From an optimization exercise on the open Yosys and OpenROAD flow, aimed at small area, a short achievable clock period and few clock cycles per item; shortcuts taken in it are not production practice.
Where RTL was checked, it was by simulation tests only, not by an equivalence proof against the original.
For runs 1 and 3, only the layout was checked, not whether the RTL still works.

==> design/flow/design.v <==
module MulDiv(input clk, input reset,
    output io_req_ready,
    input  io_req_valid,
    input [3:0] io_req_bits_fn,
    input  io_req_bits_dw,
    input [63:0] io_req_bits_in1,
    input [63:0] io_req_bits_in2,
    input [4:0] io_req_bits_tag,
    input  io_kill,
    input  io_resp_ready,
    output io_resp_valid,
    output[63:0] io_resp_bits_data,
    output[4:0] io_resp_bits_tag
);
  localparam S_IDLE = 3'd0, S_MUL = 3'd1, S_MFIN = 3'd2, S_MCOR = 3'd3,
             S_NORM = 3'd4, S_DIV = 3'd5, S_FIX = 3'd6, S_DONE = 3'd7;
  reg [2:0] state;
  reg [65:0] R;      
  reg [65:0] C;      
  reg [65:0] D;      
  reg [63:0] Q;      
  reg [6:0] cnt;
  reg [4:0] tag;
  reg cl;            
  reg mprev;         
  reg isHi, isW, mulW, corr, negA, negB, divCin, outQ, needFix;
  reg [6:0] la, lb;   
  wire [3:0] fn = io_req_bits_fn;
  wire dw = io_req_bits_dw;
  wire cmdMul = fn[3] | ~fn[2];
  wire cmdHi = ((fn & 4'h5) == 4'h1) | fn[1] | fn[3];
  wire rhsSigned = ((fn & 4'h9) == 4'h0) | ~fn[2];
  wire lhsSigned = rhsSigned | ((fn & 4'h3) == 4'h0);
  wire [63:0] a_ext = dw ? io_req_bits_in1 : {{32{lhsSigned & io_req_bits_in1[31]}}, io_req_bits_in1[31:0]};
  wire [63:0] b_ext = dw ? io_req_bits_in2 : {{32{rhsSigned & io_req_bits_in2[31]}}, io_req_bits_in2[31:0]};
  wire sA = lhsSigned & a_ext[63];
  wire sB = rhsSigned & b_ext[63];
  function [6:0] bitlen;
    input [63:0] x;
    reg [31:0] v1, p1; reg [15:0] v2; reg [31:0] p2; reg [7:0] v3; reg [23:0] p3;
    reg [3:0] v4; reg [15:0] p4; reg [1:0] v5; reg [9:0] p5; reg [5:0] p6;
    integer i;
    begin
      for (i = 0; i < 32; i = i + 1) begin v1[i] = x[2*i+1] | x[2*i]; p1[i] = x[2*i+1]; end
      for (i = 0; i < 16; i = i + 1) begin
        v2[i] = v1[2*i+1] | v1[2*i];
        p2[2*i+1] = v1[2*i+1]; p2[2*i] = v1[2*i+1] ? p1[2*i+1] : p1[2*i];
      end
      for (i = 0; i < 8; i = i + 1) begin
        v3[i] = v2[2*i+1] | v2[2*i];
        p3[3*i+2] = v2[2*i+1]; p3[3*i+:2] = v2[2*i+1] ? p2[4*i+2+:2] : p2[4*i+:2];
      end
      for (i = 0; i < 4; i = i + 1) begin
        v4[i] = v3[2*i+1] | v3[2*i];
        p4[4*i+3] = v3[2*i+1]; p4[4*i+:3] = v3[2*i+1] ? p3[6*i+3+:3] : p3[6*i+:3];
      end
      for (i = 0; i < 2; i = i + 1) begin
        v5[i] = v4[2*i+1] | v4[2*i];
        p5[5*i+4] = v4[2*i+1]; p5[5*i+:4] = v4[2*i+1] ? p4[8*i+4+:4] : p4[8*i+:4];
      end
      p6 = {v5[1], v5[1] ? p5[9:5] : p5[4:0]};
      bitlen = (v5[1] | v5[0]) ? {1'b0, p6} + 7'd1 : 7'd0;
    end
  endfunction
  wire [6:0] laIn = bitlen(a_ext ^ {64{sA}}) + {6'd0, sA};
  wire [6:0] lbIn = bitlen(b_ext ^ {64{sB}});
  wire done = state == S_DONE;
  assign io_req_ready = (state == S_IDLE) | (done & io_resp_ready);
  assign io_resp_valid = done;
  wire fire = io_req_valid & io_req_ready;
  wire [66:0] Dx = {D[64], D[64], D[64:0]};    
  wire [8:0] mb = {Q[7:0], mprev};
  reg [73:0] pp [0:3];
  reg [73:0] nk;
  integer k;
  always @* begin
    nk = 74'd0;
    nk[65] = 1'b1; nk[67] = 1'b1; nk[69] = 1'b1; nk[71] = 1'b1;    
    for (k = 0; k < 4; k = k + 1) begin : booth
      reg b0, b1, b2, one, two;
      reg [66:0] mag, row;
      b0 = mb[2*k]; b1 = mb[2*k+1]; b2 = mb[2*k+2];
      one = b1 ^ b0;
      two = (b2 & ~b1 & ~b0) | (~b2 & b1 & b0);
      mag = one ? Dx : (two ? {Dx[65:0], 1'b0} : 67'd0);
      row = mag ^ {67{b2}};
      row[66] = ~row[66];
      pp[k] = {7'd0, row} << (2*k);
      nk[2*k] = b2;
    end
  end
  function [147:0] csa;    
    input [73:0] a, b, c;
    begin
      csa[73:0] = a ^ b ^ c;
      csa[147:74] = {((a & b) | (a & c) | (b & c)), 1'b0};
    end
  endfunction
  wire [147:0] l1a = csa({8'd0, R}, {8'd0, C}, nk);
  wire [147:0] l1b = csa(pp[0], pp[1], pp[2]);
  wire [147:0] l2a = csa(l1a[73:0], l1a[147:74], pp[3]);
  wire [147:0] l3a = csa(l2a[73:0], l2a[147:74], l1b[73:0]);
  wire [147:0] l4a = csa(l3a[73:0], l3a[147:74], l1b[147:74]);
  wire [73:0] S  = l4a[73:0];
  wire [73:0] Cy = l4a[147:74];
  wire [8:0] lowsum = {1'b0, S[7:0]} + {1'b0, Cy[7:0]} + {8'd0, cl};
  wire mulLast = mulW ? (cnt[2:0] == 3'd3) : (cnt[2:0] == 3'd7);
  wire selC = state == S_MFIN;
  wire [65:0] addY = selC ? {2'b0, C[63:0]} : D;
  wire addCin = (state == S_DIV) ? divCin : (selC & cl);
  wire [65:0] t = {2'b0, R[63:0]} + addY + {65'd0, addCin};
  wire ge = ~t[65];
  wire [63:0] R1 = ge ? t[63:0] : R[63:0];
  wire [65:0] t2 = {2'b0, R1} + {D[65], D[65:1]} + {65'd0, divCin};
  wire ge2 = ~t2[65];
  wire [63:0] nIn = (state == S_FIX & outQ) ? Q : R[63:0];
  wire [63:0] nOut = 64'd0 - nIn;
  wire [6:0] sh0 = la - lb;
  wire [6:0] sh = sh0 | 7'd1;    
  wire bZero = D[63:0] == 64'd0;
  wire qZero = la < lb;
  wire [65:0] Dsh = D << sh;
  always @(posedge clk) begin
    if (reset) begin
      state <= S_IDLE;
    end else if (fire) begin
      state <= cmdMul ? S_MUL : S_NORM;
    end else if (io_kill) begin
      state <= S_IDLE;
    end else begin
      case (state)
        S_MUL:  if (mulLast) state <= isHi ? S_MFIN : S_DONE;
        S_MFIN: state <= corr ? S_MCOR : S_DONE;
        S_MCOR: state <= S_DONE;
        S_NORM: if (bZero | qZero) state <= (isHi ? negA : 1'b0) ? S_FIX : S_DONE;
                else state <= S_DIV;
        S_DIV:  if (cnt == 7'd0) state <= needFix ? S_FIX : S_DONE;
        S_FIX:  state <= S_DONE;
        S_DONE: if (io_resp_ready) state <= S_IDLE;
        default: state <= S_IDLE;
      endcase
    end
    if (fire) begin
      tag <= io_req_bits_tag;
      isHi <= cmdHi;
      isW <= ~dw;
      mulW <= cmdMul & ~dw;
      corr <= cmdMul & cmdHi & ~rhsSigned & io_req_bits_in2[63];
      negA <= sA;
      negB <= sB;
      divCin <= ~sB;
      la <= laIn;
      lb <= lbIn;
      needFix <= ~cmdMul & (cmdHi ? sA : (sA ^ sB));
      outQ <= ~cmdHi;
      cnt <= 7'd0;
      cl <= 1'b0;
      mprev <= 1'b0;
      if (cmdMul) begin
        R <= 66'h20000000000000000;    
        C <= 66'd0;
        D <= {{2{lhsSigned & io_req_bits_in1[63]}}, io_req_bits_in1};
      end else begin
        R <= {2'b0, a_ext};
        D <= {sB, sB, b_ext};
      end
      Q <= io_req_bits_in2;
    end else begin
      case (state)
        S_MUL: begin
          R <= S[73:8];
          C <= Cy[73:8];
          Q <= {lowsum[7:0], Q[63:8]};
          cl <= lowsum[8];
          mprev <= Q[7];
          cnt <= cnt + 7'd1;
        end
        S_MFIN, S_MCOR: begin
          R <= {2'b0, t[63:0]};
        end
        S_NORM: begin
          if (negA) R <= {2'b0, nOut};
          D <= negB ? Dsh : ~Dsh;
          cnt <= {1'b0, sh[6:1]};
          Q <= {64{bZero}};
          if (bZero) needFix <= ~outQ & negA;
        end
        S_DIV: begin
          R <= {2'b0, ge2 ? t2[63:0] : R1};
          Q <= {Q[61:0], ge, ge2};
          D <= {D[65], D[65], D[65:2]};
          cnt <= cnt - 7'd1;
        end
        S_FIX: begin
          R <= {2'b0, nOut};
          outQ <= 1'b0;
        end
        default: ;
      endcase
    end
  end
  wire [63:0] x = outQ ? Q : R[63:0];
  wire [31:0] x32 = mulW ? Q[63:32] : x[31:0];
  assign io_resp_bits_data = isW ? {{32{x32[31]}}, x32} : x;
  assign io_resp_bits_tag = tag;
endmodule
==> design/flow/run.sh <==
#!/bin/bash
# synth_recipe.tcl (not shown) runs the flow's synth.tcl, then flattens the netlist and writes it again
# the make line also repeats each setting of config.mk as NAME=value (left out here)
make -C /OpenROAD-flow-scripts/flow DESIGN_CONFIG=/design/flow/config.mk WORK_HOME=/design/flow/orfs CLKGATE_MAP_FILE= SYNTH_SCRIPT=/design/flow/synth_recipe.tcl finish
==> design/flow/config.mk <==
export PLATFORM = sky130hd
export DESIGN_NAME = MulDiv
export DESIGN_NICKNAME = MulDiv
export VERILOG_FILES = /design/flow/design.v
export SDC_FILE = /design/flow/constraint.sdc
export NUM_CORES = 4
export LEC_CHECK = 0
export CAP_MARGIN = 20
export CORE_MARGIN = 2
export CORE_UTILIZATION = 40
export SETUP_SLACK_MARGIN = 5
export SLEW_MARGIN = 20
==> design/flow/constraint.sdc <==
create_clock -name core_clock -period 10.0 [get_ports {clk}]
set_input_delay 2.0000 -clock core_clock [delete_from_list [all_inputs] [get_ports {clk}]]
set_output_delay 2.0000 -clock core_clock [all_outputs]
set_load 0.01 [all_outputs]
==> metrics.md, run 1 <==
| Metric | Value |
|---|---|
| Outcome | no timing/DRC/antenna violations |
| Number of placement rows | ~130 |
| Worst setup path class | reg -> reg |
| Cell family with the largest share of critical-path delay | compound AO/OA/AOI/OAI gates |
| CTS Root Buffer Type | sky130_fd_sc_hd__clkbuf_16 |
| Count of endpoints failing setup in the final report | 0 |
| Most frequent cells in the layout | sky130_fd_sc_hd__nand2_1 (1039), sky130_fd_sc_hd__o21ai_0 (685), sky130_fd_sc_hd__a21oi_1 (590) |
| Clock insertion delay at the later pin of the skew report | 0.67 ns |
| Kind of launch point of the worst setup path | flip-flop |
| Length of the first detailed-routing pass in iterations | 8 |
| Syn avg cell area | roughly 7.2 sq um |
| Die Y-Extent | 368 microns |
| DPL Wire Length | 229 mm |
| Number of hold violations in the final report | 0 |
| Total via count after detailed routing | 60833 |
| TritonCTS clock tree | yes |
| Post-synthesis cell type with the largest combined area | sky130_fd_sc_hd__edfxtp_1 |
| Post-synth design cell area | 53000 sq um |
| Number of nets in the layout | 8007 |
| Worst-path clk slew | 0.06 ns |
| Slowest cell on crit path | sky130_fd_sc_hd__a311oi_2 |
| Clock net sink count | 301 |
| Measured slew at the worst slew-check pin | approximately 1.2 ns |
| Crit-path max FO | 14 |
| Antenna violations before repair | 15 |
| Total wire length | 313 mm |
| Minimum setup slack among reg-to-reg paths | 2.40 ns |
| Top-area cell type share of the netlist area | 0.164 |
| Yosys synthesis warning count | 2 |
| Final standard cell utilization of the core | 0.491 |
| Die footprint | 135000 sq um |
| Ratio of cells with drive above 1 in the final layout | 0.159 |
| Count of cell types in the netlist | 100 |
| Period Utilization, post-route | 0.760 |
| Synth Instances | 7330 |
| Hold-critical path endpoint | cnt[3] |
| Quantity of hold-fixing buffers added after cts | 0 |
| First DRT Iteration DRCs | ~8700 |
| Min-Delay Path Class | reg -> reg |
| Wirelength per Cell | 34.1 microns |
| Max frequency | 132 MHz |
| Gr ovfl total | 0 |
| Relative slew margins | 0.183 |
| Die outline width | 368 microns |
| Stage delay of the slowest cell on the critical path | 0.35 ns |
| DRC viols | 0 |
| Hold path start | cnt[3] |
| Dominant register cell in the synthesized netlist | sky130_fd_sc_hd__edfxtp_1 |
| Buf+Inv Stages, Crit Path | 9 |
| Most common cell after layout, fill and taps aside | sky130_fd_sc_hd__nand2_1 |
| Data arrival time of the worst path | 8.02 ns |
| Area of the core | ~130000 sq um |
| Worst setup slack before clock tree synthesis | 1.59 ns |
| Proportion of register bits with asynchronous set or reset after synthesis | 0 |
| Cell types with the largest area share after synthesis | sky130_fd_sc_hd__edfxtp_1 (16%), sky130_fd_sc_hd__fa_1 (10%), sky130_fd_sc_hd__nand2_1 (7.7%) |
| End of the worst register-to-register path | R[50] |
| Min-Delay Path Depth | 2 |
| Post-layout min period | 7.60 ns |
| Number of buffers inserted during clock tree synthesis | 46 |
| Critical Path Sink Type | flip-flop |
| Start of the worst register-to-register path | state[2] |
| Setup TNS Final | 0 ns |
| Number of H-tree branching levels | 2 |
| Routed via count divided by cell count | 6.64 |
| Number of nets with antenna violations after detailed routing | 0 |
| Number of max-cap violations | 0 |
| First-pass GRT wire length | 432 mm |
| Final cell count without fillers | 9164 |
| Routability congestion estimate from global placement | ~1.0 |
| RSZ-0062 raised after global routing | true |
| Synthesized net count | 7971 |
| GR Util All Layers | 0.443 |
| Largest net degree at the start of global routing | 173 |
| Post-synthesis to final-layout area growth | 21.8% |
| Port buffer count | about 210 |
| Clock buffer depth | 3 |
| Inst Count DP | between 8000 and 9000 |
| Count of pins on the block boundary | ~210 |
| Number of enable flip-flop cells after synthesis | between 200 and 300 |
| Path depth of the worst reg2reg path | 38 |
| Final worst setup slack | 2.40 ns |
| #FFs+latches synth | around 300 |
| Data required time of the critical path | 10.42 ns |
| Layout Skew | 0.0418 ns |
| Number of max-slew violations in the final report | 0 |
| Initial Utilization | 0.403 |
| Fraction of the yosys area taken by sequential cells | 0.168 |
| Via count of the first global-routing pass | 56867 |
==> metal layers <==
metal / part of all wire / track usage / up-vias
met3: 0.10 / 0.0907 / 941
met1: 0.37 / 0.547 / 29631
li1: - / - / 26152
met4: 0.097 / 0.345 / 14
met5: 0.00036 / 0 / -
met2: 0.43 / 0.674 / 4095
==> synthesized netlist by cell type (all sizes together) (30+ instances only) <==
cell    instances
mux2           90
nor3          130
xnor2         152
inv           422
buf           111
o21ai         790
edfxtp        289
nor4           65
o22ai          35
and2           84
a21o           70
nand3         162
nand2        1083
clkbuf        591
a211oi         76
a21oi         653
xor2          132
nor2          537
nand4          61
mux2i         280
fa            268
a31oi         104
o221ai        103
nor2b         105
a22oi         207
or3            30
ha            230
maj3           66
o21bai         37
==> worst reg2reg max path, delay by kind of cell (launching register included) <==
kind	cells	cell delay [ns]
fa+ha+maj	2	0.62
simple gates	8	0.83
compound gates	16	3.58
xor+xnor	2	0.40
mux	1	0.33
flops	1	0.32
buf+inv	9	1.26
==> layout make-up <==
class	instances	area, sq um
Clock buffer	48	1180
Tap cell	1755	2200
Inverter	423	1620
Clock inverter	36	417
Timing Repair Buffer	682	6790
Fill cell	13021	66900
Timing Repair inverter	1	8.76
Multi-Input combinational cell	5911	43400
Antenna cell	7	17.5
Sequential cell	301	8930
==> kinds of logic (layout without fill, tap and decap cells) <==
kind of cell,Yosys count,count (layout),synth area share
simple gates,2375,2380,0.200
compound gates,2311,2312,0.265
buf+inv,1125,1190,0.0805
fa+ha+maj,564,564,0.168
mux,370,370,0.0720
flops,301,301,0.168
xor+xnor,284,285,0.0469
other cells,0,7,0
==> through the flow <==
step / hold WS, ns / cell area (sq um)
final: 0.505 / 64600
after global routing: 0.514 / 64500
after CTS: 0.499 / 62700
after detailed placement: 0.493 / 57300
after global placement: 0.492 / 57300
after floorplan: 0.434 / 53800
==> registers in the layout, summed over array words and instances (netlist names), 3 cells and up <==
name / cells
R: 66
state: 3
la: 7
D: 66
tag: 5
C: 65
Q: 64
cnt: 7
lb: 7
==> how the worst max path moves through the flow <==
stage	end	from	cells past startpoint	slack [ns]
after floorplan	R[62]	state[2]	37	3.18
after global placement	R[51]	state[2]	31	1.75
after detailed placement	R[62]	state[2]	31	1.59
after CTS	R[62]	state[2]	36	2.53
after global routing	R[62]	state[2]	38	2.22
final	R[50]	state[2]	38	2.40
==> repair_timing <==
item	CTS	global route
gates cloned	24	4
gates resized for setup	549	270
endpoints found under the setup margin	243	122
pin swaps	109	112
buffers inserted	145	66
==> run 2: changes to the inputs <==
--- a/design/flow/design.v
+++ b/design/flow/design.v
@@ -18,5 +18,5 @@
   reg [65:0] R;      
   reg [65:0] C;      
-  reg [65:0] D;      
+  reg [64:0] D;      
   reg [63:0] Q;      
   reg [6:0] cnt;
@@ -69,5 +69,5 @@
   assign io_resp_valid = done;
   wire fire = io_req_valid & io_req_ready;
-  wire [66:0] Dx = {D[64], D[64], D[64:0]};    
+  wire [66:0] Dx = {D[64], D[64], D};    
   wire [8:0] mb = {Q[7:0], mprev};
   reg [73:0] pp [0:3];
@@ -107,18 +107,14 @@
   wire mulLast = mulW ? (cnt[2:0] == 3'd3) : (cnt[2:0] == 3'd7);
   wire selC = state == S_MFIN;
-  wire [65:0] addY = selC ? {2'b0, C[63:0]} : D;
+  wire [64:0] addY = selC ? {1'b0, C[63:0]} : D;
   wire addCin = (state == S_DIV) ? divCin : (selC & cl);
-  wire [65:0] t = {2'b0, R[63:0]} + addY + {65'd0, addCin};
-  wire ge = ~t[65];
-  wire [63:0] R1 = ge ? t[63:0] : R[63:0];
-  wire [65:0] t2 = {2'b0, R1} + {D[65], D[65:1]} + {65'd0, divCin};
-  wire ge2 = ~t2[65];
+  wire [64:0] t = {1'b0, R[63:0]} + addY + {64'd0, addCin};
+  wire ge = ~t[64];
   wire [63:0] nIn = (state == S_FIX & outQ) ? Q : R[63:0];
   wire [63:0] nOut = 64'd0 - nIn;
-  wire [6:0] sh0 = la - lb;
-  wire [6:0] sh = sh0 | 7'd1;    
+  wire [6:0] sh = la - lb;
   wire bZero = D[63:0] == 64'd0;
   wire qZero = la < lb;
-  wire [65:0] Dsh = D << sh;
+  wire [64:0] Dsh = D << sh;
   always @(posedge clk) begin
     if (reset) begin
@@ -160,8 +156,8 @@
         R <= 66'h20000000000000000;    
         C <= 66'd0;
-        D <= {{2{lhsSigned & io_req_bits_in1[63]}}, io_req_bits_in1};
+        D <= {lhsSigned & io_req_bits_in1[63], io_req_bits_in1};
       end else begin
         R <= {2'b0, a_ext};
-        D <= {sB, sB, b_ext};
+        D <= {sB, b_ext};
       end
       Q <= io_req_bits_in2;
@@ -182,12 +178,12 @@
           if (negA) R <= {2'b0, nOut};
           D <= negB ? Dsh : ~Dsh;
-          cnt <= {1'b0, sh[6:1]};
+          cnt <= sh;
           Q <= {64{bZero}};
           if (bZero) needFix <= ~outQ & negA;
         end
         S_DIV: begin
-          R <= {2'b0, ge2 ? t2[63:0] : R1};
-          Q <= {Q[61:0], ge, ge2};
-          D <= {D[65], D[65], D[65:2]};
+          if (ge) R <= {2'b0, t[63:0]};
+          Q <= {Q[62:0], ge};
+          D <= {D[64], D[64:1]};
           cnt <= cnt - 7'd1;
         end
==> metrics.md, run 2 <==
| Metric | Value |
|---|---|
| CTS Root Buffer Type | sky130_fd_sc_hd__clkbuf_16 |
| Relative slew margins | 0.129 (-0.0534) |
| Critical Path Sink Type | flip-flop |
| Layout Cell Area excl Fill | 55100 sq um (-15%) |
| Period Utilization, post-route | 0.515 (-0.245) |
| DRC viols | 0 (unchanged) |
| Number of max-slew violations in the final report | 0 (unchanged) |
| Most frequent cells in the layout | sky130_fd_sc_hd__nand2_1 (848), sky130_fd_sc_hd__o21ai_0 (631), sky130_fd_sc_hd__a21oi_1 (451) |
| Crit-path max FO | 7 (-7) |
| List of most frequent post-synthesis cells | sky130_fd_sc_hd__nand2_1 (863), sky130_fd_sc_hd__o21ai_0 (654), sky130_fd_sc_hd__clkbuf_1 (537) |
| Synth Instances | 6258 (-15%) |
| Total wire length | 259 mm (-17%) |
| Fraction of the mapped netlist area in simple logic gates | 0.181 (-0.0185) |
| Cell types with the largest area share after synthesis | sky130_fd_sc_hd__edfxtp_1 (18%), sky130_fd_sc_hd__fa_1 (11%), sky130_fd_sc_hd__o21ai_0 (6.9%) |
| Wirelength per Cell | 33.3 microns (-2.3%) |
| Dpl cell area | 50800 sq um (-11%) |
| Register bank with the most flops | R |
| Area of the core | 118000 sq um (-10%) |
| Die Y-Extent | 349 microns (-5.1%) |
| Max frequency | 194 MHz (+48%) |
| Synthesized net count | 6833 (-14%) |
| Compound-cell area share of the yosys netlist | 0.254 (-0.0105) |
| Slowest cell on crit path | sky130_fd_sc_hd__or4_4 |
| Data required time of the critical path | 10.34 ns (-0.08 ns) |
| Fillcell total | 11577 (-11%) |
| Stage delay of the slowest cell on the critical path | 0.66 ns (+0.31 ns) |
| Post-Synth XOR/XNOR Area | 0.0393 (-0.00761) |
| Clock net sink count | 300 (-0.33%) |
| Top-area cell type share of the netlist area | 0.181 (+0.0177) |
| Number of enable flip-flop cells after synthesis | 288 (-0.35%) |
| Footprint of the flip-flops and latches | 8900 sq um (-0.28%) |
| Fraction of the yosys area taken by sequential cells | 0.186 (+0.0182) |
| Number of hold violations in the final report | 0 (unchanged) |
| Final cell count without fillers | 7763 (-15%) |
| Data arrival time of the worst path | 5.49 ns (-2.53 ns) |
| Adder and majority gate portion of the synthesized area | 0.169 (+0.00113) |
| DPL Wire Length | 177 mm (-23%) |
| Initial Utilization | 0.404 (+0.000589) |
| Layout Skew | 0.0392 ns (-0.00263 ns) |
| Registers with the highest flip-flop counts | R x66, C x65, D x65 |
| Ratio of cells with drive above 1 in the final layout | 0.111 (-0.0480) |
| TritonCTS clock tree | yes |
| Combinational family with the most area after synthesis | compound AO/OA/AOI/OAI gates |
| Inst Count DP | 7523 (-15%) |
| Die outline width | 349 microns (-5.1%) |
| Clock insertion delay at the later pin of the skew report | 0.64 ns (-0.03 ns) |
| Quantity of hold-fixing buffers added after cts | 0 (unchanged) |
| List of cells traversed by the critical path | buf_12 > buf_12 > buf_12 > nor2b_4 > or4_4 > buf_8 > a41oi_1 > inv_1 > a21oi_1 > o32ai_2 > buf_4 > nand3_2 > xor2_1 > nand4_1 > xor2_1 |
| Multiplexer share of the synthesized area | 0.0858 (+0.0138) |
| Buf+Inv Stages, Crit Path | 6 (-3) |
| Number of placement rows | 126 (-5.3%) |
| Kind of launch point of the worst setup path | input port |
| Count of pins on the block boundary | 214 (unchanged) |
| Measured slew at the worst slew-check pin | 1.31 ns (+0.0902 ns) |
| Number of nets with antenna violations after detailed routing | 0 (unchanged) |
| Yosys synthesis warning count | 2 (unchanged) |
| Most common cell after layout, fill and taps aside | sky130_fd_sc_hd__nand2_1 |
| Setup TNS Final | 0 ns (unchanged) |
| RSZ-0062 raised after global routing | true |
| Antenna violations before repair | 26 (+11) |
| Gr ovfl total | 0 (unchanged) |
| Cell family with the largest share of critical-path delay | simple AND/OR/NAND/NOR gates |
| Flip-flop count of the largest register, all copies and words added | between 60 and 70 |
| Post-layout min period | 5.15 ns (-2.45 ns) |
| #FFs+latches synth | 300 (-0.33%) |
| Length of the first detailed-routing pass in iterations | 13 (+5) |
| Logic depth of the worst path, buffers included | 15 (-61%) |
| Top cell by count, worst path | sky130_fd_sc_hd__buf_12 |
| Dominant register cell in the synthesized netlist | sky130_fd_sc_hd__edfxtp_1 |
| Number of buffers inserted during clock tree synthesis | 41 (-11%) |
| Proportion of register bits with asynchronous set or reset after synthesis | 0 (unchanged) |
| Count of endpoints failing setup in the final report | 0 (unchanged) |
| Via count of the first global-routing pass | 47787 (-16%) |
| Worst-path clk slew | 0.06 ns (about the same) |
| Port buffer count | 213 (unchanged) |
| Number of nets in the layout | 6757 (-16%) |
| Worst setup path class | in -> reg |
| Number of max-cap violations | 0 (unchanged) |
| First-pass GRT wire length | 357 mm (-17%) |
| Min-Delay Path Depth | 2 (unchanged) |
| Outcome | no timing/DRC/antenna violations |
| Min-Delay Path Class | reg -> reg |
| Syn avg cell area | 7.62 sq um (+5.4%) |
| Routed via count divided by cell count | 6.86 (+3.3%) |
| Final standard cell utilization of the core | 0.467 (-0.0242) |
| Post-synthesis cell type with the largest combined area | sky130_fd_sc_hd__edfxtp_1 |
| Total via count after detailed routing | 53243 (-12%) |
| Count of cell types in the netlist | 98 (-2.0%) |
| Minimum setup slack among reg-to-reg paths | 4.88 ns (+2.48 ns) |
| Post-synth design cell area | 47700 sq um (-10%) |
| Number of H-tree branching levels | 2 (unchanged) |
| Area taken by multi-input logic gates | 36100 sq um (-17%) |
| Path depth of the worst reg2reg path | 23 (-39%) |
| Post-synthesis to final-layout area growth | 15.6% |
| Most frequently used cell type in the post-synthesis netlist | sky130_fd_sc_hd__nand2_1 |
| Clock buffer depth | 3 (unchanged) |
| Largest net degree at the start of global routing | 94 (-46%) |
| Die footprint | 122000 sq um (-9.9%) |
| GR Util All Layers | 0.403 (-0.0401) |
| Routability congestion estimate from global placement | 1.09 (+3.6%) |
| First DRT Iteration DRCs | 9439 (+8.9%) |
## run 2: cells by family (layout without fill, tap and decap cells)
| group | Yosys count | in the layout |
|---|---|---|
| AOI/OAI and AO/OA | 1941 | 1941 |
| xor gates and xnor gates | 214 | 214 |
| adders and majority gates | 498 | 498 |
| buffers and inverters | 1052 | 994 |
| DFF | 300 | 300 |
| muxes | 338 | 338 |
| other | 0 | 14 |
| and+or+nand+nor | 1915 | 1928 |
## run 2: final timing paths
| kind | startpoint | to |
|---|---|---|
| worst min-delay path | cnt[5] | cnt[5] |
| worst max-delay path | io_req_bits_dw | la[5] |
| worst min register to register | cnt[5] | cnt[5] |
| worst max register to register | state[2] | R[3] |
## run 2: final cells by class
| type | instances | share of cell area |
|---|---|---|
| diodes | 14 | 0.000635 |
| clock buffers | 50 | 0.0200 |
| clock inverters | 24 | 0.00411 |
| inverters | 426 | 0.0298 |
| multi-input cells | 4919 | 0.655 |
| flip-flops and latches | 300 | 0.162 |
| well taps | 1536 | 0.0349 |
| repair buffers | 493 | 0.0943 |
| repair inverters | 1 | 0.000159 |
## run 2: tightest hold or removal path: cells and delay by family (launching register included)
family,cells,cell delay [ns]
and+or+nand+nor,1,0.06
AOI/OAI and AO/OA,1,0.06
DFF,1,0.33
## run 2: what timing repair did
| item | in CTS | in global routing |
|---|---|---|
| cloned | 19 | 12 |
| gates resized for setup | 200 | 153 |
| buffers inserted | 74 | 45 |
| pin swaps | 24 | 33 |
| endpoints found under the setup margin | 391 | 286 |
## run 2: stage by stage
| step | hold WS [ns] | setup WS, ns |
|---|---|---|
| 6_report | 0.496 | 4.85 |
| 5_1_grt | 0.521 | 4.78 |
| 4_1_cts | 0.495 | 4.79 |
| 3_5_place_dp | 0.482 | 2.30 |
| 3_3_place_gp | 0.473 | 2.35 |
| 2_1_floorplan | 0.455 | 4.41 |
## run 2: routing by layer
| layer | vias to the layer above | share of wire | wire (microns) | global-route usage |
|---|---|---|---|---|
| met3 | 910 | 0.15 | 39700 | 0.158 |
| met2 | 4351 | 0.39 | 101000 | 0.548 |
| li1 | 22237 | - | - | - |
| met1 | 25727 | 0.37 | 95400 | 0.519 |
| met4 | 18 | 0.086 | 22300 | 0.275 |
| met5 | - | 0.0016 | 414 | 0 |
Testbench counts of run 2, summed over its fixed seeds: cycles 154,199, ops 16,000.
==> run 3: changes to the inputs <==
--- a/design/flow/design.v
+++ b/design/flow/design.v
@@ -20,10 +20,11 @@
   reg [64:0] D;      
   reg [63:0] Q;      
+  reg [7:0] CL;      
   reg [6:0] cnt;
   reg [4:0] tag;
   reg cl;            
-  reg mprev;         
+  reg [3:0] bOne, bTwo, bNeg;    
   reg isHi, isW, mulW, corr, negA, negB, divCin, outQ, needFix;
-  reg [6:0] la, lb;   
+  reg [6:0] la, lb;  
   wire [3:0] fn = io_req_bits_fn;
   wire dw = io_req_bits_dw;
@@ -65,4 +66,17 @@
   wire [6:0] laIn = bitlen(a_ext ^ {64{sA}}) + {6'd0, sA};
   wire [6:0] lbIn = bitlen(b_ext ^ {64{sB}});
+  function [11:0] bdec;    
+    input [8:0] mb;        
+    integer k;
+    reg b0, b1, b2;
+    begin
+      for (k = 0; k < 4; k = k + 1) begin
+        b0 = mb[2*k]; b1 = mb[2*k+1]; b2 = mb[2*k+2];
+        bdec[k] = b1 ^ b0;
+        bdec[4+k] = (b2 & ~b1 & ~b0) | (~b2 & b1 & b0);
+        bdec[8+k] = b2 & ~(b1 & b0);
+      end
+    end
+  endfunction
   wire done = state == S_DONE;
   assign io_req_ready = (state == S_IDLE) | (done & io_resp_ready);
@@ -70,5 +84,4 @@
   wire fire = io_req_valid & io_req_ready;
   wire [66:0] Dx = {D[64], D[64], D};    
-  wire [8:0] mb = {Q[7:0], mprev};
   reg [73:0] pp [0:3];
   reg [73:0] nk;
@@ -78,14 +91,10 @@
     nk[65] = 1'b1; nk[67] = 1'b1; nk[69] = 1'b1; nk[71] = 1'b1;    
     for (k = 0; k < 4; k = k + 1) begin : booth
-      reg b0, b1, b2, one, two;
       reg [66:0] mag, row;
-      b0 = mb[2*k]; b1 = mb[2*k+1]; b2 = mb[2*k+2];
-      one = b1 ^ b0;
-      two = (b2 & ~b1 & ~b0) | (~b2 & b1 & b0);
-      mag = one ? Dx : (two ? {Dx[65:0], 1'b0} : 67'd0);
-      row = mag ^ {67{b2}};
+      mag = Dx ^ {67{bNeg[k]}};
+      row = ({67{bOne[k]}} & mag) | ({67{bTwo[k]}} & {mag[65:0], bNeg[k]});
       row[66] = ~row[66];
       pp[k] = {7'd0, row} << (2*k);
-      nk[2*k] = b2;
+      nk[2*k] = bNeg[k];
     end
   end
@@ -104,10 +113,31 @@
   wire [73:0] S  = l4a[73:0];
   wire [73:0] Cy = l4a[147:74];
-  wire [8:0] lowsum = {1'b0, S[7:0]} + {1'b0, Cy[7:0]} + {8'd0, cl};
+  wire [8:0] lowfix = {1'b0, Q[63:56]} + {1'b0, CL} + {8'd0, cl};
   wire mulLast = mulW ? (cnt[2:0] == 3'd3) : (cnt[2:0] == 3'd7);
+  function [65:0] add66;
+    input [65:0] a, b;
+    input ci;
+    reg [66:0] g, p, G, P, G2, P2;
+    integer i, d;
+    begin
+      g[0] = ci; p[0] = 1'b0;
+      for (i = 0; i < 66; i = i + 1) begin g[i+1] = a[i] & b[i]; p[i+1] = a[i] ^ b[i]; end
+      G = g; P = p;
+      for (d = 1; d < 67; d = d * 2) begin
+        G2 = G; P2 = P;
+        for (i = 0; i < 67; i = i + 1)
+          if ((i / d) % 2 == 1) begin
+            G2[i] = G[i] | (P[i] & G[(i/d)*d - 1]);
+            P2[i] = P[i] & P[(i/d)*d - 1];
+          end
+        G = G2; P = P2;
+      end
+      for (i = 0; i < 66; i = i + 1) add66[i] = p[i+1] ^ G[i];
+    end
+  endfunction
   wire selC = state == S_MFIN;
-  wire [64:0] addY = selC ? {1'b0, C[63:0]} : D;
-  wire addCin = (state == S_DIV) ? divCin : (selC & cl);
-  wire [64:0] t = {1'b0, R[63:0]} + addY + {64'd0, addCin};
+  wire [65:0] addY = selC ? {2'b0, C[63:0]} : {D[64], D};
+  wire addCin = (state == S_DIV) ? divCin : (selC & lowfix[8]);
+  wire [65:0] t = add66({2'b0, R[63:0]}, addY, addCin);
   wire ge = ~t[64];
   wire [63:0] nIn = (state == S_FIX & outQ) ? Q : R[63:0];
@@ -152,5 +182,6 @@
       cnt <= 7'd0;
       cl <= 1'b0;
-      mprev <= 1'b0;
+      CL <= 8'd0;
+      {bNeg, bTwo, bOne} <= bdec({io_req_bits_in2[7:0], 1'b0});
       if (cmdMul) begin
         R <= 66'h20000000000000000;    
@@ -167,7 +198,8 @@
           R <= S[73:8];
           C <= Cy[73:8];
-          Q <= {lowsum[7:0], Q[63:8]};
-          cl <= lowsum[8];
-          mprev <= Q[7];
+          Q <= {S[7:0], lowfix[7:0], Q[55:8]};
+          CL <= Cy[7:0];
+          cl <= lowfix[8];
+          {bNeg, bTwo, bOne} <= bdec(Q[15:7]);
           cnt <= cnt + 7'd1;
         end
@@ -196,6 +228,7 @@
     end
   end
-  wire [63:0] x = outQ ? Q : R[63:0];
-  wire [31:0] x32 = mulW ? Q[63:32] : x[31:0];
+  wire [63:0] Qf = {lowfix[7:0], Q[55:0]};
+  wire [63:0] x = outQ ? Qf : R[63:0];
+  wire [31:0] x32 = mulW ? Qf[63:32] : x[31:0];
   assign io_resp_bits_data = isW ? {{32{x32[31]}}, x32} : x;
   assign io_resp_bits_tag = tag;
==> metrics.md, run 3 <==
| Metric | Value |
|---|---|
| Outcome | no timing/DRC/antenna violations |
| Number of enable flip-flop cells after synthesis | 300 (+4.2%) |
| Port buffer count | 213 (unchanged) |
| Slowest cell on crit path | sky130_fd_sc_hd__edfxtp_1 |
| CTS Root Buffer Type | sky130_fd_sc_hd__clkbuf_16 |
| Length of the first detailed-routing pass in iterations | 7 (-6) |
| Dominant register cell in the synthesized netlist | sky130_fd_sc_hd__edfxtp_1 |
| Met3 WL | 28.7 mm (-28%) |
| Number of nets in the layout | 5937 (-12%) |
| Registers with the highest flip-flop counts | R x66, C x65, D x65 |
| Die Y-Extent | 340 microns (-2.7%) |
| Period Utilization, post-route | 0.599 (+0.0837) |
| Number of placement rows | 123 (-2.4%) |
| Path depth of the worst reg2reg path | 27 (+17%) |
| Stage delay of the slowest cell on the critical path | 0.45 ns (-0.21 ns) |
| Layout Cell Area excl Fill | 51400 sq um (-6.7%) |
| Max frequency | 167 MHz (-14%) |
| Minimum setup slack among reg-to-reg paths | 4.01 ns (-0.87 ns) |
| Clock insertion delay at the later pin of the skew report | 0.64 ns (about the same) |
| Min-Delay Path Depth | 2 (unchanged) |
| Most frequently used cell type in the post-synthesis netlist | sky130_fd_sc_hd__nand2_1 |
| Top-area cell type share of the netlist area | 0.200 (+0.0185) |
| Routed via count divided by cell count | 6.75 (-1.6%) |
| Clock net sink count | 317 (+5.7%) |
| Count of cell types in the netlist | 120 (+22%) |
| Register bank with the most flops | R |
| DPL Wire Length | 171 mm (-3.3%) |
| Number of max-cap violations | 0 (unchanged) |
| Start of the worst register-to-register path | Q[56] |
| Syn avg cell area | 8.36 sq um (+9.7%) |
| Total wire length | 229 mm (-11%) |
| Hold path start | CL[4] |
| Data arrival time of the worst path | 6.33 ns (+0.84 ns) |
| Post-synth design cell area | 45100 sq um (-5.5%) |
| Relative slew margins | 0.153 (+0.0236) |
| Clock buffer depth | 3 (unchanged) |
| Gr ovfl total | 0 (unchanged) |
| Fraction of the yosys area taken by sequential cells | 0.207 (+0.0210) |
| Min-Delay Path Class | reg -> reg |
| Quantity of hold-fixing buffers added after cts | 0 (unchanged) |
| Routed met1 length | 84.2 mm (-12%) |
| Layout Skew | 0.0432 ns (+0.00402 ns) |
| DRC viols | 0 (unchanged) |
| Worst setup path class | reg -> reg |
| Most common cell after layout, fill and taps aside | sky130_fd_sc_hd__nand2_1 |
| Count of endpoints failing setup in the final report | 0 (unchanged) |
| TritonCTS clock tree | yes |
| RSZ-0062 raised after global routing | true |
| GR Util All Layers | 0.383 (-0.0200) |
| Synth Instances | 5392 (-14%) |
| Post-layout min period | 5.99 ns (+0.837 ns) |
| Setup TNS Final | 0 ns (unchanged) |
| Number of hold violations in the final report | 0 (unchanged) |
| Yosys synthesis warning count | 2 (unchanged) |
| List of most frequent post-synthesis cells | sky130_fd_sc_hd__nand2_1 (541), sky130_fd_sc_hd__inv_1 (399), sky130_fd_sc_hd__clkbuf_1 (397) |
| Flip-flop count of the largest register, all copies and words added | 66 (unchanged) |
| First DRT Iteration DRCs | 7181 (-24%) |
| Number of max-slew violations in the final report | 0 (unchanged) |
| First-pass GRT wire length | 323 mm (-9.5%) |
| Crit-path max FO | 5 (-2) |
| Most frequent cells in the layout | sky130_fd_sc_hd__nand2_1 (531), sky130_fd_sc_hd__inv_1 (392), sky130_fd_sc_hd__a21oi_1 (339) |
| Antenna violations before repair | 10 (-62%) |
| #FFs+latches synth | 317 (+5.7%) |
| Hold-critical path endpoint | CL[4] |
| Post-synthesis cell type with the largest combined area | sky130_fd_sc_hd__edfxtp_1 |
| Number of buffers inserted during clock tree synthesis | 45 (+9.8%) |
| Via count of the first global-routing pass | 43322 (-9.3%) |
| Critical Path Sink Type | flip-flop |
| End of the worst register-to-register path | R[15] |
| Total via count after detailed routing | 46525 (-13%) |
| Die footprint | 115000 sq um (-5.4%) |
| Number of H-tree branching levels | 2 (unchanged) |
| Worst-path clk slew | 0.07 ns (about the same) |
| Number of nets with antenna violations after detailed routing | 0 (unchanged) |
| Buf+Inv Stages, Crit Path | 3 (-3) |
| Proportion of register bits with asynchronous set or reset after synthesis | 0 (unchanged) |
| Top layer reached by signal wires | met5 |
| Measured slew at the worst slew-check pin | 1.26 ns (-0.0459 ns) |
| Cell family with the largest share of critical-path delay | compound AO/OA/AOI/OAI gates |
| Synthesized net count | 5978 (-13%) |
| Count of pins on the block boundary | 214 (unchanged) |
| Die outline width | 340 microns (-2.7%) |
| Cell types with the largest area share after synthesis | sky130_fd_sc_hd__edfxtp_1 (20%), sky130_fd_sc_hd__fa_1 (12%), sky130_fd_sc_hd__mux2i_1 (6.6%) |
| Kind of launch point of the worst setup path | flip-flop |
| Wirelength per Cell | 33.3 microns (-0.20%) |
| Post-synthesis to final-layout area growth | 14.1% |
| Routability congestion estimate from global placement | 1.05 (-3.7%) |
| Area of the core | 112000 sq um (-5.0%) |
| Routed wire length on met2 | 97.7 mm (-3.3%) |
| Top cell by count, worst path | sky130_fd_sc_hd__a21oi_2 |
| Data required time of the critical path | 10.35 ns (about the same) |
| Largest net degree at the start of global routing | 193 (+110%) |
| Initial Utilization | 0.402 (-0.00206) |
| Dpl cell area | 48300 sq um (-4.9%) |
| Ratio of cells with drive above 1 in the final layout | 0.114 (+0.00311) |
-- run 3: cell count changes in the layout (fill, tap and decap cells not counted), moves of 29 or more --
| cell | previous run | this run |
|---|---|---|
| sky130_fd_sc_hd__mux4_2 | 48 | 4 |
| sky130_fd_sc_hd__o221ai_1 | 72 | 148 |
| sky130_fd_sc_hd__a222oi_1 | 37 | 8 |
| sky130_fd_sc_hd__nor2_1 | 430 | 312 |
| sky130_fd_sc_hd__nand2_1 | 848 | 531 |
| sky130_fd_sc_hd__nor2b_1 | 92 | 24 |
| sky130_fd_sc_hd__a21oi_1 | 451 | 339 |
| sky130_fd_sc_hd__buf_2 | 5 | 34 |
| sky130_fd_sc_hd__mux2i_1 | 198 | 295 |
| sky130_fd_sc_hd__o21ai_0 | 631 | 263 |
| sky130_fd_sc_hd__clkdlybuf4s50_1 | 170 | 127 |
| sky130_fd_sc_hd__maj3_1 | 66 | 0 |
| sky130_fd_sc_hd__xor2_1 | 82 | 191 |
| sky130_fd_sc_hd__a221o_1 | 6 | 127 |
-- run 3: worst max-delay path by stage --
| stage | cells after the start | slack, ns | startpoint | to |
|---|---|---|---|---|
| after floorplan | 24 | 4.03 | Q[56] | R[0] |
| after global placement | 21 | 2.48 | state[1] | R[10] |
| after detailed placement | 21 | 2.32 | state[1] | R[17] |
| after CTS | 27 | 3.97 | Q[56] | R[11] |
| after global routing | 27 | 3.97 | Q[56] | R[19] |
| final | 27 | 4.01 | Q[56] | R[15] |
-- run 3: layout make-up --
| type | instances | area, sq um |
|---|---|---|
| repair inverters | 1 | 5.00 |
| fillers | 10996 | 60700 |
| multi-input cells | 4136 | 32900 |
| well taps | 1500 | 1880 |
| clock buffers | 56 | 1220 |
| inverters | 408 | 1570 |
| clock inverters | 27 | 337 |
| flip-flops and latches | 317 | 9360 |
| repair buffers | 442 | 4140 |
| diodes | 5 | 12.5 |
-- run 3: kinds of logic (layout without fill, tap and decap cells) --
logic type,after synthesis,after routing,synth area share
flops,317,317,0.207
fa+ha+maj,443,443,0.168
mux,383,383,0.0891
simple gates,1381,1381,0.143
other cells,0,5,0
xor+xnor,322,322,0.0627
compound gates,1606,1607,0.248
buf+inv,940,934,0.0813
-- run 3: timing repair --
item,CTS,global route
gates resized for setup,313,116
pin swaps,21,28
gates cloned,13,3
setup endpoints to repair,267,160
setup buffers,57,20
-- run 3: worst min-delay path, cell delays in order, from the launching register on --
cell	delay (ns)
sky130_fd_sc_hd__dfxtp_1	0.32
sky130_fd_sc_hd__nand2_1	0.05
sky130_fd_sc_hd__o21ai_0	0.06
-- run 3: routing by layer --
layer / vias to the layer above / global-route usage
met3: 698 / 0.109
met5: - / 0
li1: 19628 / -
met4: 6 / 0.256
met2: 3472 / 0.569
met1: 22721 / 0.483
-- run 3: stage by stage --
stage / std cells / hold WS [ns] / worst slack, ns / util
2_1_floorplan: 5392 / 0.440 / 4.03 / -
3_3_place_gp: 6711 / 0.455 / 2.48 / 0.431
3_5_place_dp: 6711 / 0.466 / 2.32 / 0.431
4_1_cts: 6864 / 0.475 / 3.97 / 0.454
5_1_grt: 6887 / 0.499 / 3.97 / 0.458
6_report: 6892 / 0.479 / 4.01 / 0.459
==> run 4: changes to the inputs <==
--- a/design/flow/design.v
+++ b/design/flow/design.v
@@ -13,7 +13,8 @@
     output[4:0] io_resp_bits_tag
 );
-  localparam S_IDLE = 3'd0, S_MUL = 3'd1, S_MFIN = 3'd2, S_MCOR = 3'd3,
-             S_NORM = 3'd4, S_DIV = 3'd5, S_FIX = 3'd6, S_DONE = 3'd7;
-  reg [2:0] state;
+  localparam S_IDLE = 4'd0, S_MUL = 4'd1, S_MFIN = 4'd2, S_MCOR = 4'd3,
+             S_NORM = 4'd4, S_DIV = 4'd5, S_FIX = 4'd6, S_DONE = 4'd7,
+             S_MRES = 4'd8;
+  reg [3:0] state;
   reg [65:0] R;      
   reg [65:0] C;      
@@ -138,5 +139,5 @@
   wire selC = state == S_MFIN;
   wire [65:0] addY = selC ? {2'b0, C[63:0]} : {D[64], D};
-  wire addCin = (state == S_DIV) ? divCin : (selC & lowfix[8]);
+  wire addCin = (state == S_DIV) ? divCin : (selC & cl);
   wire [65:0] t = add66({2'b0, R[63:0]}, addY, addCin);
   wire ge = ~t[64];
@@ -156,5 +157,6 @@
     end else begin
       case (state)
-        S_MUL:  if (mulLast) state <= isHi ? S_MFIN : S_DONE;
+        S_MUL:  if (mulLast) state <= isHi ? S_MRES : S_DONE;
+        S_MRES: state <= S_MFIN;
         S_MFIN: state <= corr ? S_MCOR : S_DONE;
         S_MCOR: state <= S_DONE;
@@ -204,4 +206,9 @@
           cnt <= cnt + 7'd1;
         end
+        S_MRES: begin
+          Q[63:56] <= lowfix[7:0];
+          CL <= 8'd0;
+          cl <= lowfix[8];
+        end
         S_MFIN, S_MCOR: begin
           R <= {2'b0, t[63:0]};
==> metrics.md, run 4 <==
| Metric | Value |
|---|---|
| Clock net sink count | 318 (+0.32%) |
| CTS Root Buffer Type | sky130_fd_sc_hd__clkbuf_16 |
| #FFs+latches synth | 318 (+0.32%) |
| Top-area cell type share of the netlist area | 0.196 (-0.00419) |
| Final cell count without fillers | 7140 (+3.6%) |
| Total wire length | 256 mm (+11%) |
| First element of the critical path | state[0] |
| Count of cell types in the netlist | 99 (-18%) |
| DRC viols | 0 (unchanged) |
| Min-Delay Path Class | reg -> reg |
| Port buffer count | 213 (unchanged) |
| Most common cell after layout, fill and taps aside | sky130_fd_sc_hd__nand2_1 |
| RSZ-0062 raised after global routing | true |
| Gr ovfl total | 0 (unchanged) |
| Worst-path clk slew | 0.07 ns (about the same) |
| Length of the first detailed-routing pass in iterations | 6 (-1) |
| Ratio of cells with drive above 1 in the final layout | 0.128 (+0.0141) |
| Fraction of the mapped netlist area in simple logic gates | 0.149 (+0.00586) |
| Data required time of the critical path | 10.32 ns (-0.03 ns) |
| Compound-cell area share of the yosys netlist | 0.263 (+0.0149) |
| Most frequently used cell type in the post-synthesis netlist | sky130_fd_sc_hd__nand2_1 |
| Measured slew at the worst slew-check pin | 1.26 ns (+0.000385 ns) |
| Area of the core | 114000 sq um (+1.8%) |
| Number of enable flip-flop cells after synthesis | 300 (unchanged) |
| Worst setup slack before clock tree synthesis | 2.99 ns (+0.672 ns) |
| Cell family with the largest share of critical-path delay | compound AO/OA/AOI/OAI gates |
| Syn avg cell area | 8.19 sq um (-2.0%) |
| Combinational family with the most area after synthesis | compound AO/OA/AOI/OAI gates |
| Flip-flop count of the largest register, all copies and words added | 66 (unchanged) |
| Start of the worst register-to-register path | state[0] |
| Setup TNS Final | 0 ns (unchanged) |
| Dpl cell area | 49500 sq um (+2.4%) |
| Multiplexer share of the synthesized area | 0.0882 (-0.000943) |
| End of the worst register-to-register path | R[8] |
| Cell types with the largest area share after synthesis | sky130_fd_sc_hd__edfxtp_1 (20%), sky130_fd_sc_hd__fa_1 (12%), sky130_fd_sc_hd__mux2i_1 (6.5%) |
| Wirelength per Cell | 35.8 microns (+7.6%) |
| Critical Path Sink Type | flip-flop |
| List of most frequent post-synthesis cells | sky130_fd_sc_hd__nand2_1 (622), sky130_fd_sc_hd__clkbuf_1 (478), sky130_fd_sc_hd__a21oi_1 (423) |
| TritonCTS clock tree | yes |
| Final standard cell utilization of the core | 0.462 (+0.00358) |
| Count of endpoints failing setup in the final report | 0 (unchanged) |
| Total via count after detailed routing | 48988 (+5.3%) |
| Logic depth of the worst path, buffers included | 23 (-15%) |
| Via count of the first global-routing pass | 45533 (+5.1%) |
| Quantity of hold-fixing buffers added after cts | 0 (unchanged) |
| Final worst setup slack | 4.49 ns (+0.478 ns) |
| Number of nets in the layout | 6174 (+4.0%) |
| Period Utilization, post-route | 0.551 (-0.0478) |
| Adder and majority gate portion of the synthesized area | 0.165 (-0.00352) |
| Post-synthesis to final-layout area growth | 14.6% |
| Fillcell total | 11341 (+3.1%) |
| Count of pins on the block boundary | 214 (unchanged) |
| DPL Wire Length | 189 mm (+10%) |
| Buf+Inv Stages, Crit Path | 5 (+2) |
| Path depth of the worst reg2reg path | 23 (-15%) |
| Footprint of the flip-flops and latches | 9390 sq um (+0.29%) |
| Stage delay of the slowest cell on the critical path | 0.48 ns (+0.03 ns) |
| Post-layout min period | 5.51 ns (-0.478 ns) |
| Number of buffers inserted during clock tree synthesis | 43 (-4.4%) |
| Post-synth design cell area | 46000 sq um (+2.1%) |
| Register bank with the most flops | R |
| Layout Cell Area excl Fill | 52800 sq um (+2.6%) |
| Number of H-tree branching levels | 2 (unchanged) |
| Dominant register cell in the synthesized netlist | sky130_fd_sc_hd__edfxtp_1 |
| Area taken by multi-input logic gates | 34100 sq um (+3.6%) |
| Die Y-Extent | 343 microns (+1.1%) |
| Largest net degree at the start of global routing | 149 (-23%) |
| Number of max-slew violations in the final report | 0 (unchanged) |
| Post-Synth XOR/XNOR Area | 0.0496 (-0.0131) |
| Worst setup endpoint | R[8] |
| GR Util All Layers | 0.420 (+0.0370) |
| Post-synthesis cell type with the largest combined area | sky130_fd_sc_hd__edfxtp_1 |
| Routed via count divided by cell count | 6.86 (+1.6%) |
| Registers with the highest flip-flop counts | R x66, C x65, D x65 |
| First DRT Iteration DRCs | 7822 (+8.9%) |
| Proportion of register bits with asynchronous set or reset after synthesis | 0 (unchanged) |
| Number of nets with antenna violations after detailed routing | 0 (unchanged) |
| List of cells traversed by the critical path | buf_12 > or2_4 > nor2_4 > buf_6 > mux2_2 > ha_1 > a21o_1 > a2111o_1 > nor3_2 > o21ai_2 > inv_2 > a211oi_4 > buf_6 > o211ai_1 > a211oi_2 > a31oi_2 > o21bai_1 > a21o_1 > fa_2 > xor2_2 > o211ai_1 > buf_6 > nand2_8 |
| Kind of launch point of the worst setup path | flip-flop |
| Top cell by count, worst path | sky130_fd_sc_hd__buf_6 |
| Slowest cell on crit path | sky130_fd_sc_hd__a2111o_1 |
| Routability congestion estimate from global placement | 1.06 (+1.5%) |
| Most frequent cells in the layout | sky130_fd_sc_hd__nand2_1 (615), sky130_fd_sc_hd__a21oi_1 (413), sky130_fd_sc_hd__inv_1 (391) |
| Layout Skew | 0.0661 ns (+0.0229 ns) |
| Synthesized net count | 6207 (+3.8%) |
| Number of placement rows | 124 (+0.81%) |
| Worst setup path class | reg -> reg |
| Die outline width | 343 microns (+1.1%) |
| Number of hold violations in the final report | 0 (unchanged) |
| Relative slew margins | 0.159 (+0.00674) |
| Max frequency | 181 MHz (+8.7%) |
| Clock buffer depth | 3 (unchanged) |
| Yosys synthesis warning count | 2 (unchanged) |
| Minimum setup slack among reg-to-reg paths | 4.49 ns (+0.48 ns) |
| Initial Utilization | 0.403 (+0.00142) |
| Number of max-cap violations | 0 (unchanged) |
| Crit-path max FO | 8 (+3) |
| First-pass GRT wire length | 352 mm (+9.0%) |
| Inst Count DP | 6924 (+3.2%) |
| Synth Instances | 5621 (+4.2%) |
| Antenna violations before repair | 23 (+13) |
| Tightest hold margin | 0.468 ns (-0.0112 ns) |
| Data arrival time of the worst path | 5.83 ns (-0.50 ns) |
| Fraction of the yosys area taken by sequential cells | 0.203 (-0.00391) |
| Outcome | no timing/DRC/antenna violations |
| Clock insertion delay at the later pin of the skew report | 0.66 ns (+0.02 ns) |
| Die footprint | 118000 sq um (+2.1%) |
## run 4: area by class of cell
class / count / share of cell area
Multi-Input combinational cell: 4316 / 0.646
Timing Repair Buffer: 504 / 0.0839
Antenna cell: 7 / 0.000332
Inverter: 405 / 0.0290
Clock buffer: 49 / 0.0208
Sequential cell: 318 / 0.178
Clock inverter: 29 / 0.00571
Tap cell: 1512 / 0.0358
## run 4: logic make-up after synthesis
group	Yosys count
buf+inv	995
compound gates	1722
simple gates	1495
mux	387
flops	318
xor+xnor	261
fa+ha+maj	443
## run 4: worst reg2reg max path: cells and delay by family (launching register included)
kind	cells	cell delay [ns]
compound gates	10	2.10
xor+xnor	1	0.18
fa+ha+maj	2	0.67
buf+inv	5	0.81
flops	1	0.35
mux	1	0.37
simple gates	4	0.75
## run 4: worst min-delay path by stage
| stage | startpoint | endpoint | slack [ns] | cells past startpoint |
|---|---|---|---|---|
| final | CL[7] | CL[7] | 0.47 | 2 |
| after global routing | CL[6] | CL[6] | 0.50 | 2 |
| after CTS | CL[7] | CL[7] | 0.47 | 2 |
| after detailed placement | CL[7] | CL[7] | 0.46 | 2 |
| after global placement | CL[7] | CL[7] | 0.46 | 2 |
| after floorplan | CL[2] | CL[2] | 0.44 | 2 |
## run 4: repair_timing
| action | 4_1_cts | 5_1_grt |
|---|---|---|
| gates cloned | 16 | 2 |
| pin swaps | 49 | 42 |
| gates resized for setup | 370 | 195 |
| setup buffers | 78 | 35 |
| setup endpoints to repair | 374 | 217 |
## run 4: metal layers
layer	vias to the layer above	GRT usage	share of wire
met2	3723	0.611	0.42
met1	23750	0.507	0.35
met5	-	0.00601	0.00091
met3	908	0.139	0.13
li1	20587	-	-
met4	20	0.334	0.099
Testbench counts of run 4, summed over its fixed seeds: cycles 156,599, ops 16,000.
==> run 5: changes to the inputs <==
--- a/design/flow/design.v
+++ b/design/flow/design.v
@@ -28,4 +28,7 @@
   reg isHi, isW, mulW, corr, negA, negB, divCin, outQ, needFix;
   reg [6:0] la, lb;  
+  reg held;          
+  reg [63:0] O;
+  reg [4:0] Otag;
   wire [3:0] fn = io_req_bits_fn;
   wire dw = io_req_bits_dw;
@@ -81,7 +84,8 @@
   endfunction
   wire done = state == S_DONE;
-  assign io_req_ready = (state == S_IDLE) | (done & io_resp_ready);
-  assign io_resp_valid = done;
+  assign io_req_ready = ~held & ((state == S_IDLE) | done);
+  assign io_resp_valid = held | done;
   wire fire = io_req_valid & io_req_ready;
+  wire [63:0] result;
   wire [66:0] Dx = {D[64], D[64], D};    
   reg [73:0] pp [0:3];
@@ -149,4 +153,15 @@
   wire [64:0] Dsh = D << sh;
   always @(posedge clk) begin
+    if (reset) begin
+      held <= 1'b0;
+    end else if (fire & done & ~io_resp_ready & ~io_kill) begin
+      held <= 1'b1;
+    end else if (io_kill | io_resp_ready) begin
+      held <= 1'b0;
+    end
+    if (fire & done) begin
+      O <= result;
+      Otag <= tag;
+    end
     if (reset) begin
       state <= S_IDLE;
@@ -165,5 +180,5 @@
         S_DIV:  if (cnt == 7'd0) state <= needFix ? S_FIX : S_DONE;
         S_FIX:  state <= S_DONE;
-        S_DONE: if (io_resp_ready) state <= S_IDLE;
+        S_DONE: if (io_resp_ready & ~held) state <= S_IDLE;
         default: state <= S_IDLE;
       endcase
@@ -238,5 +253,6 @@
   wire [63:0] x = outQ ? Qf : R[63:0];
   wire [31:0] x32 = mulW ? Qf[63:32] : x[31:0];
-  assign io_resp_bits_data = isW ? {{32{x32[31]}}, x32} : x;
-  assign io_resp_bits_tag = tag;
+  assign result = isW ? {{32{x32[31]}}, x32} : x;
+  assign io_resp_bits_data = held ? O : result;
+  assign io_resp_bits_tag = held ? Otag : tag;
 endmodule
==> design/flow/flow/run.sh (new file) <==
#!/bin/bash
set -euo pipefail
bash standard.sh SETUP_SLACK_MARGIN=6 finish > flow_make.log 2>&1
==> design/flow/standard.sh (new file) <==
#!/bin/bash
# synth_recipe.tcl (not shown) runs the flow's synth.tcl, then flattens the netlist and writes it again
# the make line also repeats each setting of config.mk as NAME=value (left out here)
make -C /OpenROAD-flow-scripts/flow DESIGN_CONFIG=/design/flow/config.mk WORK_HOME=/design/flow/orfs CLKGATE_MAP_FILE= SYNTH_SCRIPT=/design/flow/synth_recipe.tcl "${@:-finish}"
removed: design/flow/run.sh
==> metrics.md, run 5 <==
| Metric | Value |
|---|---|
| Proportion of register bits with asynchronous set or reset after synthesis | 0 (unchanged) |
| End of the worst register-to-register path | R[39] |
| Layout Skew | 0.0223 ns (-0.0438 ns) |
| Slowest cell on crit path | sky130_fd_sc_hd__a221o_1 |
| First DRT Iteration DRCs | 9082 (+16%) |
| Measured slew at the worst slew-check pin | 1.27 ns (+0.00716 ns) |
| Yosys synthesis warning count | 2 (unchanged) |
| Post-synth design cell area | 49000 sq um (+6.3%) |
| Number of H-tree branching levels | 2 (unchanged) |
| Post-Synth XOR/XNOR Area | 0.0470 (-0.00260) |
| GR Util All Layers | 0.407 (-0.0133) |
| Number of enable flip-flop cells after synthesis | 369 (+23%) |
| Ratio of cells with drive above 1 in the final layout | 0.226 (+0.0973) |
| Initial Utilization | 0.403 (-0.000476) |
| Port buffer count | 213 (unchanged) |
| Max frequency | 175 MHz (-3.3%) |
| Fraction of the yosys area taken by sequential cells | 0.234 (+0.0306) |
| Adder and majority gate portion of the synthesized area | 0.155 (-0.00979) |
| Most common cell after layout, fill and taps aside | sky130_fd_sc_hd__nand2_1 |
| Worst-path clk slew | 0.06 ns (about the same) |
| Min-Delay Path Class | reg -> reg |
| Number of nets with antenna violations after detailed routing | 0 (unchanged) |
| Fillcell total | 11173 (-1.5%) |
| Number of placement rows | 128 (+3.2%) |
| Outcome | no timing/DRC/antenna violations |
| Setup TNS Final | 0 ns (unchanged) |
| Cell types with the largest area share after synthesis | sky130_fd_sc_hd__edfxtp_1 (23%), sky130_fd_sc_hd__fa_1 (11%), sky130_fd_sc_hd__mux2i_1 (6.1%) |
| Minimum setup slack among reg-to-reg paths | 4.30 ns (-0.19 ns) |
| Number of buffers inserted during clock tree synthesis | 51 (+19%) |
| Routability congestion estimate from global placement | 1.09 (+2.8%) |
| Top cell by count, worst path | sky130_fd_sc_hd__buf_12 |
| Dpl cell area | 52800 sq um (+6.7%) |
| Cell family with the largest share of critical-path delay | compound AO/OA/AOI/OAI gates |
| Clock buffer depth | 3 (unchanged) |
| Post-layout min period | 5.70 ns (+0.191 ns) |
| TritonCTS clock tree | yes |
| DPL Wire Length | 184 mm (-2.6%) |
| Flip-flop count of the largest register, all copies and words added | 66 (unchanged) |
| Count of endpoints failing setup in the final report | 0 (unchanged) |
| CTS Root Buffer Type | sky130_fd_sc_hd__clkbuf_16 |
| Hold path start | tag[4] |
| Wirelength per Cell | 35.1 microns (-1.8%) |
| Area of the core | 122000 sq um (+6.5%) |
| Length of the first detailed-routing pass in iterations | 10 (+4) |
| Post-synthesis cell type with the largest combined area | sky130_fd_sc_hd__edfxtp_1 |
| Die outline width | 354 microns (+3.1%) |
| Antenna violations before repair | 16 (-30%) |
| Start of the worst register-to-register path | state[0] |
| Min-Delay Path Depth | 0 (-2) |
| Synth Instances | 5794 (+3.1%) |
| GR Layer Usage met3 | 0.151 (+0.0123) |
| Count of pins on the block boundary | 214 (unchanged) |
| First-pass GRT wire length | 367 mm (+4.5%) |
| Period Utilization, post-route | 0.570 (+0.0191) |
| Post-synthesis to final-layout area growth | 26.7% |
| Most frequently used cell type in the post-synthesis netlist | sky130_fd_sc_hd__nand2_1 |
| Met1 Use GR | 0.495 (-0.0119) |
| Multiplexer share of the synthesized area | 0.0989 (+0.0107) |
| Synthesized net count | 6380 (+2.8%) |
| Total wire length | 268 mm (+5.1%) |
| Hold-critical path endpoint | Otag[4] |
| Clock net sink count | 388 (+22%) |
| Most crowded layer after global routing | met2 |
| Die Y-Extent | 354 microns (+3.1%) |
| Met2 capacity usage during global routing | 0.576 (-0.0350) |
| Number of hold violations in the final report | 0 (unchanged) |
| Number of max-cap violations | 0 (unchanged) |
run 5: layer usage:
layer,routed length [microns],part of all wire,up-vias
li1,-,-,21651
met1,94100,0.35,25698
met2,108000,0.40,4384
met3,38900,0.14,1114
met4,27200,0.10,8
met5,369,0.0014,-
run 5: worst register-to-register path, stage by stage (launching register included):
cell,delay [ns]
sky130_fd_sc_hd__dfxtp_4,0.35
sky130_fd_sc_hd__buf_12,0.12
sky130_fd_sc_hd__nor3_4,0.22
sky130_fd_sc_hd__buf_4,0.15
sky130_fd_sc_hd__buf_8,0.12
sky130_fd_sc_hd__buf_12,0.11
sky130_fd_sc_hd__buf_16,0.13
sky130_fd_sc_hd__mux2_2,0.35
sky130_fd_sc_hd__ha_1,0.32
sky130_fd_sc_hd__and4_1,0.24
sky130_fd_sc_hd__a211o_1,0.29
sky130_fd_sc_hd__a221o_1,0.40
sky130_fd_sc_hd__a211o_4,0.33
sky130_fd_sc_hd__a31oi_4,0.22
sky130_fd_sc_hd__o21ai_4,0.09
sky130_fd_sc_hd__a21oi_2,0.17
sky130_fd_sc_hd__o21ai_2,0.07
sky130_fd_sc_hd__fa_2,0.39
sky130_fd_sc_hd__xnor2_4,0.33
sky130_fd_sc_hd__o22ai_4,0.14
sky130_fd_sc_hd__a21oi_4,0.26
sky130_fd_sc_hd__buf_6,0.14
sky130_fd_sc_hd__buf_6,0.10
sky130_fd_sc_hd__buf_8,0.13
sky130_fd_sc_hd__buf_12,0.11
sky130_fd_sc_hd__buf_12,0.11
run 5: worst max path at each step:
stage	from	endpoint	slack, ns	cells past startpoint
floorplan	state[1]	R[0]	4.27	22
global route	Q[58]	io_resp_bits_data[39]	4.24	18
detailed placement	state[1]	R[41]	2.75	19
global placement	state[1]	R[45]	2.85	19
CTS	Q[59]	io_resp_bits_data[32]	4.39	13
finish	state[0]	R[39]	4.30	25
run 5: cells by family (layout without fill, tap and decap cells):
family,Yosys count,in the layout
compound gates,1728,1729
simple gates,1511,1515
buf+inv,1005,1213
mux,456,456
fa+ha+maj,443,443
flops,388,388
xor+xnor,263,263
other cells,0,8
run 5: metrics by stage:
stage               cells   util  setup slack (ns)
global placement     7186  0.434              2.85
global route         7634  0.510              4.24
CTS                  7522  0.489              4.39
detailed placement   7186  0.434              2.75
floorplan            5794      -              4.27
finish               7640  0.510              4.30
run 5: repair_timing:
action,4_1_cts,5_1_grt
setup buffers,207,102
endpoints found under the setup margin,521,291
hold buffers,0,0
gates cloned,39,8
hold endpoints to repair,0,0
pin swaps,136,157
gates resized for setup,977,416
run 5: area by class of cell:
| cell class | instances | area, sq um | area share |
|---|---|---|---|
| Antenna cell | 8 | 20.0 | 0.000323 |
| Clock buffer | 56 | 1290 | 0.0209 |
| Clock inverter | 34 | 419 | 0.00676 |
| Inverter | 395 | 1550 | 0.0250 |
| Multi-Input combinational cell | 4406 | 37300 | 0.602 |
| Sequential cell | 388 | 11500 | 0.185 |
| Tap cell | 1625 | 2030 | 0.0328 |
| Timing Repair Buffer | 727 | 7880 | 0.127 |
| Timing Repair inverter | 1 | 8.76 | 0.000141 |
Testbench counts of run 5, summed over its fixed seeds: cycles 156,599, ops 16,000.

-- separate check: timing with driven ports --
In the flow no input, the clock included, has a driving cell. The finished layouts below were timed again as built, in two steps.
Step 1 (the two cells are an assumption about what drives the block):
set clk [get_ports {clk}]
set_driving_cell -lib_cell sky130_fd_sc_hd__clkbuf_16 $clk
set_driving_cell -lib_cell sky130_fd_sc_hd__buf_2 [delete_from_list [all_inputs] $clk]
Step 2 moves the port delays by t, midway between the first and last clock arrival at a register: inputs arrive t later, outputs are due t later. That takes back most of the time a late clock gives input paths.
a / b / c = no drivers / after step 1 / after step 2; a / b = the first two.
run	t, ns	slack for setup (ns)	clock arrival spread, ns
run 1	0.740	2.400 / 2.400 / 2.400	0.041 / 0.041
run 2	0.692	4.848 / 4.785 / 4.094	0.040 / 0.039
run 3	0.697	4.011 / 4.011 / 4.011	0.043 / 0.043
run 4	0.703	4.489 / 4.489 / 4.258	0.067 / 0.068
run 5	0.748	4.298 / 4.262 / 4.298	0.025 / 0.025
After both steps every run listed still meets setup and hold. The setup slack of run 2, which loses most, moves by -0.063 ns with the drivers and by -0.754 ns with both steps.
